Source: an optimization exercise on an open RTL-to-GDS flow (aim: small area, a short achievable clock period and few clock cycles per item). Production flows keep margins and buffers that such runs may drop.
Only simulation tests tie the RTL to the original design; equivalence was not proved.

==> flow/design.v, too long to show whole: its modules and the start of the top module <==
// module systolic_array: 2351 lines
module systolic_array #(
    parameter DATAWIDTH = 16,
    parameter N_SIZE = 4
) (
    input clk, rst_n,
    input valid_in,
    input [N_SIZE*DATAWIDTH-1:0] matrix_a_in,  
    input [N_SIZE*DATAWIDTH-1:0] matrix_b_in,  
    output reg valid_out,
    output [N_SIZE*DATAWIDTH*2-1:0] matrix_out  
);
  // ...
==> flow/flow/run.sh <==
#!/bin/bash
# Layout flow: the standard ORFS flow (standard.sh) with three changes:
#  - after the standard synthesis, flow/fixpol.py removes most of the inverters that
#    Yosys' full-adder extraction leaves between full adders (each full adder may be used
#    in its inverted form, since FA(~a,~b,~c) = ~FA(a,b,c)); registers are not touched;
#  - the repair steps aim for a larger setup slack margin, so that the paths end well
#    below the 10 ns clock period; the SDC and the period are the standard flow's own;
#  - port buffers are buf_2, and the clock tree uses larger sink clusters.
set -euo pipefail
R=orfs/results/sky130hd/systolic_array/base
ARGS="SETUP_SLACK_MARGIN=6.75 CORE_UTILIZATION=65 CTS_CLUSTER_SIZE=30 CTS_CLUSTER_DIAMETER=60"
bash standard.sh synth > standard_synth.log 2>&1
cp $R/1_2_yosys.v $R/1_2_yosys.standard.v
python3 flow/fixpol.py $R/1_2_yosys.standard.v $R/1_2_yosys.v > fixpol.log 2>&1
bash standard.sh $ARGS BUFFER_PORTS_ARGS='-buffer_cell sky130_fd_sc_hd__buf_2' finish > standard_flow.log 2>&1
==> flow/flow/fixpol.py <==
#!/usr/bin/env python3
"""Remove inverters around full adders in a sky130hd gate netlist.

A full adder is self-dual: FA(~a, ~b, ~c) = (~sum, ~carry).  Yosys' extract_fa leaves many
inverters between full adders; this script picks, for each full adder, whether to use it
as is or in its inverted form (all inputs and both outputs inverted) so that as few
inverters as possible are needed, and rewrites the netlist.  Only inverters and full
adders change (and xor2/xnor2 cells may swap with each other); registers are untouched.

usage: fixpol.py in.v out.v
"""
import random
import re
import sys
from collections import defaultdict

OUTPINS = {'X', 'Y', 'Q', 'Q_N', 'SUM', 'COUT', 'HI', 'LO'}
P = 'sky130_fd_sc_hd__'
# cells that can be replaced by their complement: new type, output pin renames
SWAP = {
    'xnor2_1': ('xor2_1', {'Y': 'X'}), 'xor2_1': ('xnor2_1', {'X': 'Y'}),
    'nand2_1': ('and2_1', {'Y': 'X'}), 'and2_1': ('nand2_1', {'X': 'Y'}),
    'nor2_1': ('or2_1', {'Y': 'X'}), 'or2_1': ('nor2_1', {'X': 'Y'}),
}


def parse(txt):
    cells = []
    for m in re.finditer(r'^(\s*)(sky130_fd_sc_hd__\w+)\s+(\S+)\s*\((.*?)\);\n', txt, re.S | re.M):
        typ, name, body = m.group(2), m.group(3), m.group(4)
        pins = [(p, n.strip()) for p, n in re.findall(r'\.(\w+)\(([^()]*)\)', body)]
        cells.append({'typ': typ, 'name': name, 'pins': pins, 'span': m.span()})
    return cells


def esc(n):
    return n + ' ' if n.startswith('\\') else n


def norm(n):
    # escaped identifiers keep their trailing space in the text; compare stripped
    return n.strip()


def main():
    src, dst = sys.argv[1], sys.argv[2]
    txt = open(src).read()
    cells = parse(txt)
    drv = {}
    loads = defaultdict(list)
    for ci, c in enumerate(cells):
        for p, n in c['pins']:
            if p in OUTPINS:
                drv[n] = (ci, p)
            else:
                loads[n].append((ci, p))
    ports = set()
    for m in re.finditer(r'^\s*(?:input|output)\s+(?:\[[^\]]*\]\s*)?(\S+);', txt, re.M):
        ports.add(m.group(1))

    assigned = set()
    for m in re.finditer(r'^\s*assign\s+(.*?);', txt, re.M | re.S):
        for t in re.findall(r'(\\\S+|[A-Za-z_][\w$]*(?:\s*\[\d+\])?)', m.group(1)):
            assigned.add(t.strip())
            assigned.add(t.strip().split('[')[0].strip())

    def frozen_net(n):
        return n in assigned or n.split('[')[0].strip() in assigned

    def is_fa(ci):
        return cells[ci]['typ'] in (P + 'fa_1', P + 'fa_2', P + 'fa_4')

    def is_inv(ci):
        return cells[ci]['typ'] in (P + 'inv_1', P + 'inv_2')

    def port_net(n):
        base = n.lstrip('\\').split('[')[0].strip()
        return base in ports

    # inverters we may remove: input not driven by an inverter, output not a port and
    # not driving an inverter
    removable = set()
    for ci, c in enumerate(cells):
        if not is_inv(ci):
            continue
        pins = dict(c['pins'])
        a, y = pins['A'], pins['Y']
        if a in drv and is_inv(drv[a][0]):
            continue
        if port_net(y) or port_net(a) or not loads[y] or frozen_net(y) or frozen_net(a):
            continue
        if any(is_inv(l[0]) for l in loads[y]):
            continue
        removable.add(ci)

    # sources: nets that feed removable inverters or full adders
    # each load pin: (cell, pin) wants value V(src) ^ w
    want = defaultdict(list)      # src net -> list of [cell, pin, w]
    for ci, c in enumerate(cells):
        if ci in removable:
            continue
        for p, n in c['pins']:
            if p in OUTPINS:
                continue
            if n in drv and drv[n][0] in removable:
                a = dict(cells[drv[n][0]]['pins'])['A']
                want[a].append([ci, p, 1])
            elif n in drv and is_fa(drv[n][0]):
                want[n].append([ci, p, 0])
            elif is_fa(ci):
                want[n].append([ci, p, 0])
    fas = [ci for ci in range(len(cells)) if is_fa(ci)
           and not any(p in OUTPINS and (port_net(n) or frozen_net(n)) for p, n in cells[ci]['pins'])]
    flip = {ci: 0 for ci in fas}

    def phi(n):
        d = drv.get(n)
        if d and d[0] in flip:
            return flip[d[0]]
        return 0

    def swappable(n):
        d = drv.get(n)
        if not d:
            return False
        t = cells[d[0]]['typ']
        if len(loads[n]) != len(want[n]) or port_net(n) or frozen_net(n):
            return False
        return t[len(P):] in SWAP

    def net_cost(n):
        ph = phi(n)
        need = [(w ^ flip.get(ci, 0) ^ ph) for ci, p, w in want[n]]
        if not any(need):
            return 0
        if all(need) and swappable(n):
            return 0
        return 1

    touch = defaultdict(set)
    for n, lst in want.items():
        d = drv.get(n)
        if d and d[0] in flip:
            touch[d[0]].add(n)
        for ci, p, w in lst:
            if ci in flip:
                touch[ci].add(n)

    base = sum(net_cost(n) for n in want)
    cur = base
    rng = random.Random(1)
    best = dict(flip)
    bestc = cur
    for rnd in range(60):
        improved = True
        while improved:
            improved = False
            order = list(fas)
            rng.shuffle(order)
            for v in order:
                nets = touch[v]
                before = sum(net_cost(n) for n in nets)
                flip[v] ^= 1
                after = sum(net_cost(n) for n in nets)
                if after < before:
                    cur += after - before
                    improved = True
                else:
                    flip[v] ^= 1
        if cur < bestc:
            bestc = cur
            best = dict(flip)
        # perturb
        flip = dict(best)
        cur = bestc
        for v in rng.sample(fas, max(1, len(fas) // 20)):
            nets = touch[v]
            before = sum(net_cost(n) for n in nets)
            flip[v] ^= 1
            cur += sum(net_cost(n) for n in nets) - before
    flip = best
    sys.stderr.write("fixpol: inverters on adder nets %d -> %d (%d full adders flipped)\n"
                     % (base, bestc, sum(flip.values())))

    # rewrite
    newpins = {ci: list(c['pins']) for ci, c in enumerate(cells)}
    newtyp = {ci: c['typ'] for ci, c in enumerate(cells)}
    added = []
    k = 0
    for n, lst in want.items():
        ph = phi(n)
        need = [(w ^ flip.get(ci, 0) ^ ph) for ci, p, w in lst]
        target = {}
        if any(need) and all(need) and swappable(n):
            d = drv[n][0]
            t = newtyp[d]
            nt, ren = SWAP[t[len(P):]]
            newtyp[d] = P + nt
            newpins[d] = [(ren.get(pp, pp), nn_) for pp, nn_ in newpins[d]]
            for (ci, p, w) in lst:
                target[(ci, p)] = n
        elif any(need):
            nn = 'fixpol_n%d' % k
            added.append((k, n, nn))
            k += 1
            for (ci, p, w), q in zip(lst, need):
                target[(ci, p)] = nn if q else n
        else:
            for (ci, p, w) in lst:
                target[(ci, p)] = n
        for (ci, p), t in target.items():
            newpins[ci] = [(pp, t if pp == p else nn_) for pp, nn_ in newpins[ci]]
    # flipped full adders keep their pins (inputs were rewired above); their outputs now
    # carry the inverted values, which the loads above account for
    out = []
    pos = 0
    for ci, c in enumerate(cells):
        s, e = c['span']
        out.append(txt[pos:s])
        pos = e
        if ci in removable:
            continue
        indent = re.match(r'\s*', txt[s:e]).group(0)
        body = ",\n".join("%s  .%s(%s)" % (indent.strip('\n'), p, esc(n)) for p, n in newpins[ci])
        out.append("%s%s %s (\n%s\n%s);\n" % (indent, newtyp[ci], c['name'], body, indent.strip('\n')))
    rest = txt[pos:]
    decl = "".join("  wire %s;\n" % nn for _, _, nn in added)
    insts = "".join("  %sinv_1 fixpol_inv%d (\n    .A(%s),\n    .Y(%s)\n  );\n" % (P, i, esc(n), nn)
                    for i, n, nn in added)
    rest = rest.replace("endmodule", insts + "endmodule", 1)
    res = "".join(out) + rest
    # declare the new wires after the module's port list
    m = re.search(r'\);\n', res)
    res = res[:m.end()] + decl + res[m.end():]
    open(dst, 'w').write(res)


if __name__ == '__main__':
    main()
==> flow/standard.sh <==
#!/bin/bash
# synth_recipe.tcl (not shown) runs the flow's synth.tcl, then flattens the netlist and writes it again
# the make line also repeats each setting of config.mk as NAME=value (left out here)
make -C /OpenROAD-flow-scripts/flow DESIGN_CONFIG=/design/flow/config.mk WORK_HOME=/design/flow/orfs CLKGATE_MAP_FILE= SYNTH_SCRIPT=/design/flow/synth_recipe.tcl "${@:-finish}"
==> flow/config.mk <==
export PLATFORM = sky130hd
export DESIGN_NAME = systolic_array
export DESIGN_NICKNAME = systolic_array
export VERILOG_FILES = /design/flow/design.v
export SDC_FILE = /design/flow/constraint.sdc
export NUM_CORES = 8
export LEC_CHECK = 0
export CAP_MARGIN = 20
export CORE_MARGIN = 2
export CORE_UTILIZATION = 40
export SLEW_MARGIN = 20
==> flow/constraint.sdc <==
create_clock -name core_clock -period 10.0 [get_ports {clk}]
set_input_delay 2.0000 -clock core_clock [delete_from_list [all_inputs] [get_ports {clk}]]
set_output_delay 2.0000 -clock core_clock [all_outputs]
set_load 0.01 [all_outputs]
==> results.yml, run 1 <==
sta:
  setup_tns_ns: 0
  fmax_ghz: 0.2920
  setup_ws_ns: 6.575
  drv_slew: 0
  rsz0062_at_grt: "yes"
  period_needed_ns: 3.425
  period_share_pct: 34.25
place:
  post-place-ws_ns: 5.623
  place_hpwl_um: 77770
finish:
  final_cell_mix: "901 x dfxtp_1, 511 x fa_1, 466 x xnor2_1, 461 x a22oi_1, 259 x buf_2"
  drive_above_1_share_pct: 22.28
  inverters: 102
  nFillCells: 4829
  layout.nonclk_buf_share_pct: 8.012
  insertedDiodeCount: 7
  stdcell_count: 5414
  largest_class: "multi-input combinational cells"
floorplan:
  die_h_um: 281.3
  die_area_um2: 79160
  start_util_pct: 65.72
logic_synthesis:
  syn-num-nets: 5012
cts:
  cts_max_level: 3
  post_cts_buffers: 42
  cts_root_buf: "clkbuf_16"
  post_cts_resized: 193
  cts.sinks: 982
worst_setup_path:
  crit_buf_inv: 1
  crit_fanout: 3
  reg2reg_setup_slack_ns: 6.58
  critical_path.startpoint_type: "flop"
  cp_slowest_cell: "fa_1"
  cp-end-kind: "flop"
  worstSetupPathType: "flop to flop"
  crit_end: "out0[31]"
route:
  drtIter0Drc: 4204
  vias_per_cell: 6.325
  dr_wl_met3_um: 21160
status:
  status: "finished clean"
global_routing:
  gr-total-overflow: 0
Testbench counts, summed over its fixed seeds: cycles 14,592, matrices 768.
==> inputs of run 2 (changes only) <==
--- a/flow/flow/run.sh
+++ b/flow/flow/run.sh
@@ -8,7 +8,7 @@
 #  - port buffers are buf_2, and the clock tree uses larger sink clusters.
 set -euo pipefail
 R=orfs/results/sky130hd/systolic_array/base
-ARGS="SETUP_SLACK_MARGIN=6.75 CORE_UTILIZATION=65 CTS_CLUSTER_SIZE=30 CTS_CLUSTER_DIAMETER=60"
+ARGS="GPL_ROUTABILITY_DRIVEN=0 SETUP_SLACK_MARGIN=6.7 CORE_UTILIZATION=65 CTS_CLUSTER_SIZE=30 CTS_CLUSTER_DIAMETER=60"
 bash standard.sh synth > standard_synth.log 2>&1
 cp $R/1_2_yosys.v $R/1_2_yosys.standard.v
 python3 flow/fixpol.py $R/1_2_yosys.standard.v $R/1_2_yosys.v > fixpol.log 2>&1
==> run 2 against run 1 <==
Critical endpoint is now acc3[17]. Die area unchanged. Still clean on timing, DRC and antenna. Synthesized cell count unchanged.
==> results.yml, run 2 <==
worst_setup_path:
  reg2reg_setup_slack_ns: 6.70
  rr_worst_depth: 13
  required_ns: 10.57
  critPathMaxStageDelay_ns: 0.50
  worstSetupPathType: "flop to flop"
  worstSetupStartpoint: "ps0[2]"
  cp-end-kind: "flop"
  path_cells: "fa_1 > ha_1 > a21o_1 > nand4_1 > a31oi_2 > o21ai_2 > a21boi_2 > o31ai_4 > a21oi_2 > a21oi_2 > fa_2 > xnor2_2 > and2_1"
  r2r-start: "ps0[2]"
  cp.arrival_ns: 3.87
  cp_slowest_cell: "dfxtp_4"
  cpMostUsedCell: "a21oi_2"
  r2r_end: "acc3[17]"
  critical_path.startpoint_type: "flop"
  crit_fanout: 4
route:
  num_vias: 32652
  drtIter0Drc: 3779
  drc_errors: 0
  first_pass_iters: 7
  totalWireLength_um: 137400
  wl_per_cell_um: 25.59
  drt.antenna.violating_nets: 0
  vias_per_cell: 6.080
finish:
  utilization_pct: 75.06
  final_cell_mix: "906 x dfxtp_1, 550 x fa_1, 476 x xnor2_1, 475 x a22oi_1, 259 x buf_2"
  nets: 5175
  stdcell_count: 5370
  syn_to_final_growth_pct: 14.20
  stdcell_area_um2: 57100
  drive_above_1_share_pct: 19.38
  final_common_cell: "dfxtp_1"
cts:
  path_clk_slew_ns: 0.11
  cts_tree: "yes"
  cts.sinks: 982
  ctsHoldBuffers: 0
  clk_latency_ns: 0.68
  clock_path_buffers: 3
  cts_max_level: 3
  cts_root_buf: "clkbuf_16"
  numCtsBuffers: 69
hold_path:
  hold_path.class: "flop to flop"
  hp-start: "rb1[20]"
  hold_end: "rb2[20]"
  holdPathStages: 0
floorplan:
  num_rows: 101
  io_pins: 260
  die_w_um: 281.3
  die_h_um: 281.3
  core_um2: 76080
  die_area_um2: 79160
  start_util_pct: 65.72
sta:
  setup_viol: 0
  whs_ns: 0.3154
  skew_ns: 0.06605
  tightest_slew_ns: 1.088
  hold_viol: 0
  rsz0062_at_grt: "yes"
  drv_slew: 0
  fmax_ghz: 0.3027
  slew_headroom_pct: 27.50
  period_share_pct: 33.04
  setup_ws_ns: 6.696
  setup_tns_ns: 0
  period_needed_ns: 3.304
logic_synthesis:
  synth.cell_area_um2: 50000
  syn_avg_cell_area_um2: 12.13
  syn-num-nets: 5012
  netlist_instances: 4121
  synth.yosys.warnings: 1
place:
  port_buffers: 259
  place_hpwl_um: 78110
  dp.cells: 5130
  dpl_cell_area_um2: 51800
  post-place-ws_ns: 5.522
run:
  maxCapViolations: 0
global_routing:
  gr-total-overflow: 0
  grt_max_degree: 92
  grt_pass1_vias: 33404
  track_usage_pct: 32.77
  grt_pass1_wl_um: 196000
  grt_antenna_before_repair: 11
status:
  status: "finished clean"
run 2: worst max-delay path: cells and delay by family, from the launching register on:
family	cells	cell delay, ns
simple gates	2	0.31
xor+xnor	1	0.15
compound gates	7	1.09
flops	1	0.50
fa+ha+maj	3	1.20
run 2: worst max path at each step:
stage,to,slack [ns],depth (start not counted)
final,acc3[17],6.70,13
after global routing,acc3[30],6.58,12
after CTS,pc1[24],6.67,8
after detailed placement,pc1[24],5.52,8
after global placement,pc2[24],5.55,8
after floorplan,pc1[22],6.72,7
run 2: layout make-up:
cell class                      count  area [um^2]
Antenna cell                        1        2.502
Clock buffer                       75         1780
Clock inverter                     51        888.4
Fill cell                        5131        18980
Inverter                          102        417.9
Multi-Input combinational cell   2701        29030
Sequential cell                   982        19890
Tap cell                         1030         1289
Timing Repair Buffer              428         3800
run 2: metal layers:
metal	global-route usage, %	vias up	wire (um)
met2	51.73	1918	59820
met3	8.121	544	16890
met5	0	-	53
met1	43.90	16046	52620
met4	12.59	10	8029
li1	-	14134	-
run 2: what timing repair did:
action / CTS / global route
endpoints found under the hold margin: 0 / 0
setup endpoints to repair: 301 / 125
resized for setup: 144 / 106
gates cloned: 6 / 24
setup buffers: 28 / 55
pin swaps: 22 / 32
==> inputs of run 3 (changes only) <==
--- a/flow/flow/run.sh
+++ b/flow/flow/run.sh
@@ -8,7 +8,7 @@
 #  - port buffers are buf_2, and the clock tree uses larger sink clusters.
 set -euo pipefail
 R=orfs/results/sky130hd/systolic_array/base
-ARGS="GPL_ROUTABILITY_DRIVEN=0 SETUP_SLACK_MARGIN=6.7 CORE_UTILIZATION=65 CTS_CLUSTER_SIZE=30 CTS_CLUSTER_DIAMETER=60"
+ARGS="SETUP_SLACK_MARGIN=6.7 CORE_UTILIZATION=60 CTS_CLUSTER_SIZE=30 CTS_CLUSTER_DIAMETER=60"
 bash standard.sh synth > standard_synth.log 2>&1
 cp $R/1_2_yosys.v $R/1_2_yosys.standard.v
 python3 flow/fixpol.py $R/1_2_yosys.standard.v $R/1_2_yosys.v > fixpol.log 2>&1
==> run 3 against run 2 <==
Via count down 0.51%. Die area grew 8.2%. Synthesized cell count did not move. Synthesized area stayed put. Clock skew down 0.029 ns. Worst hold slack worse by 0.017 ns. First-iteration DRC count decreased by 5.0%.
==> results.yml, run 3 <==
global_routing:
  grt_max_degree: 65
  grt_pass1_vias: 33374
  track_usage_pct: 31.12
  grt_pass1_wl_um: 201700
  gr-total-overflow: 0
  grt_antenna_before_repair: 5
cts:
  cts_root_buf: "clkbuf_16"
  cts_tree: "yes"
  clock_path_buffers: 3
  clk_latency_ns: 0.69
  path_clk_slew_ns: 0.10
  cts.sinks: 982
  cts_max_level: 3
  numCtsBuffers: 74
floorplan:
  die_h_um: 292.7
  core_um2: 82240
  die_w_um: 292.7
  num_rows: 105
  die_area_um2: 85660
  start_util_pct: 60.80
  io_pins: 260
sta:
  skew_ns: 0.03667
  drv_slew: 0
  period_share_pct: 33.37
  whs_ns: 0.2984
  hold_viol: 0
  period_needed_ns: 3.337
  tightest_slew_ns: 0.9590
  setup_ws_ns: 6.663
  setup_viol: 0
  setup_tns_ns: 0
  rsz0062_at_grt: "yes"
  fmax_ghz: 0.2997
  slew_headroom_pct: 36.06
finish:
  stdcell_area_um2: 57350
  utilization_pct: 69.74
  drive_above_1_share_pct: 19.78
  syn_to_final_growth_pct: 14.70
  final_cell_mix: "909 x dfxtp_1, 548 x fa_1, 474 x a22oi_1, 471 x xnor2_1, 259 x buf_2"
  final_common_cell: "dfxtp_1"
  nets: 5169
  stdcell_count: 5410
logic_synthesis:
  syn_avg_cell_area_um2: 12.13
  synth.yosys.warnings: 1
  syn-num-nets: 5012
  synth.cell_area_um2: 50000
  netlist_instances: 4121
place:
  port_buffers: 259
  dp.cells: 5172
  gp_congestion: 0.8847
  place_hpwl_um: 80430
  dpl_cell_area_um2: 51860
  post-place-ws_ns: 5.755
run:
  maxCapViolations: 0
status:
  status: "finished clean"
route:
  drt.antenna.violating_nets: 0
  drc_errors: 0
  totalWireLength_um: 141700
  first_pass_iters: 7
  drtIter0Drc: 3590
  wl_per_cell_um: 26.19
  num_vias: 32486
  vias_per_cell: 6.005
hold_path:
  hold_path.class: "flop to flop"
  holdPathStages: 0
  hold_end: "ra1_2[8]"
  hp-start: "ra1_1[8]"
worst_setup_path:
  cp_slowest_cell: "dfxtp_2"
  r2r_end: "out0[31]"
  critPathMaxStageDelay_ns: 0.49
  required_ns: 10.54
  reg2reg_setup_slack_ns: 6.66
  cp-end-kind: "flop"
  crit_fanout: 4
  path_cells: "fa_1 > ha_1 > a21o_1 > a21o_4 > a41o_1 > nand4_1 > a21oi_2 > o211ai_1 > nand3_1 > o31a_1 > xnor2_1"
  rr_worst_depth: 11
  critical_path.startpoint_type: "flop"
  crit_buf_inv: 0
  critical_path.top_delay_family: "compound AO/OA/AOI/OAI gates"
  r2r-start: "pc2[0]"
  worstSetupPathType: "flop to flop"
  cp.arrival_ns: 3.88
[run 3: metal layers]
| layer | global-route usage [%] | vias to the layer above | routed length [um] |
|---|---|---|---|
| met2 | 47.29 | 1789 | 60880 |
| met4 | 12.56 | 8 | 7137 |
| li1 | - | 14136 | - |
| met3 | 8.726 | 431 | 16740 |
| met5 | 0 | - | 57 |
| met1 | 42.25 | 16122 | 56870 |
[run 3: area by class of cell]
cell class,instances,area [um^2]
timing repair buffer,417,3595
antenna,2,5.005
inverter,102,422.9
clock buffer,80,1874
sequential,982,19880
multi-input combinational,2701,29160
clock inverter,56,1082
fill,5905,24890
tap,1070,1339
[run 3: worst max-delay path by stage]
stage / endpoint / cells past startpoint / slack [ns] / from
after floorplan: pc1[22] / 7 / 6.72 / bneg[6]
after global placement: pc2[24] / 6 / 5.82 / bneg[3]
after detailed placement: pc0[24] / 6 / 5.75 / bneg[3]
after CTS: out2[31] / 12 / 6.62 / ps0[2]
after global routing: acc3[30] / 12 / 6.52 / ps0[2]
final: out0[31] / 11 / 6.66 / pc2[0]
[run 3: timing repair]
item | in CTS | in global routing
hold buffers | 0 | 0
cloned | 5 | 23
hold endpoints to repair | 0 | 0
gates resized for setup | 162 | 118
setup endpoints to repair | 323 | 149
pin swaps | 34 | 44
buffers inserted | 40 | 32

## what the ideal ports hide
No port has a modelled driver above. Below, the same layouts with a new extraction and two added sets of constraints.
Step 1 (the two cells are an assumption about what drives the block):
set clk [get_ports {clk}]
set_driving_cell -lib_cell sky130_fd_sc_hd__clkbuf_16 $clk
set_driving_cell -lib_cell sky130_fd_sc_hd__buf_2 [delete_from_list [all_inputs] $clk]
Step 2, shift: input delay + t, output delay - t, t = (earliest + latest rising clock arrival at the registers) / 2. This alone moves slack from input paths to output paths.
Slacks: ideal / step 1 / step 2; pairs: ideal / step 1.
run | t (ns) | setup WS [ns] | worst setup path at the end | clock arrival spread, ns | worst register clock-pin slew, ns
run 1 | 0.721 | 6.575 / 6.575 / 6.575 | register to register | 0.051 / 0.052 | 0.10 / 0.10
run 2 | 0.722 | 6.696 / 6.696 / 6.696 | register to register | 0.069 / 0.069 | 0.11 / 0.11
run 3 | 0.739 | 6.663 / 6.663 / 6.663 | register to register | 0.043 / 0.042 | 0.11 / 0.11
After both steps every run listed still meets setup and hold.
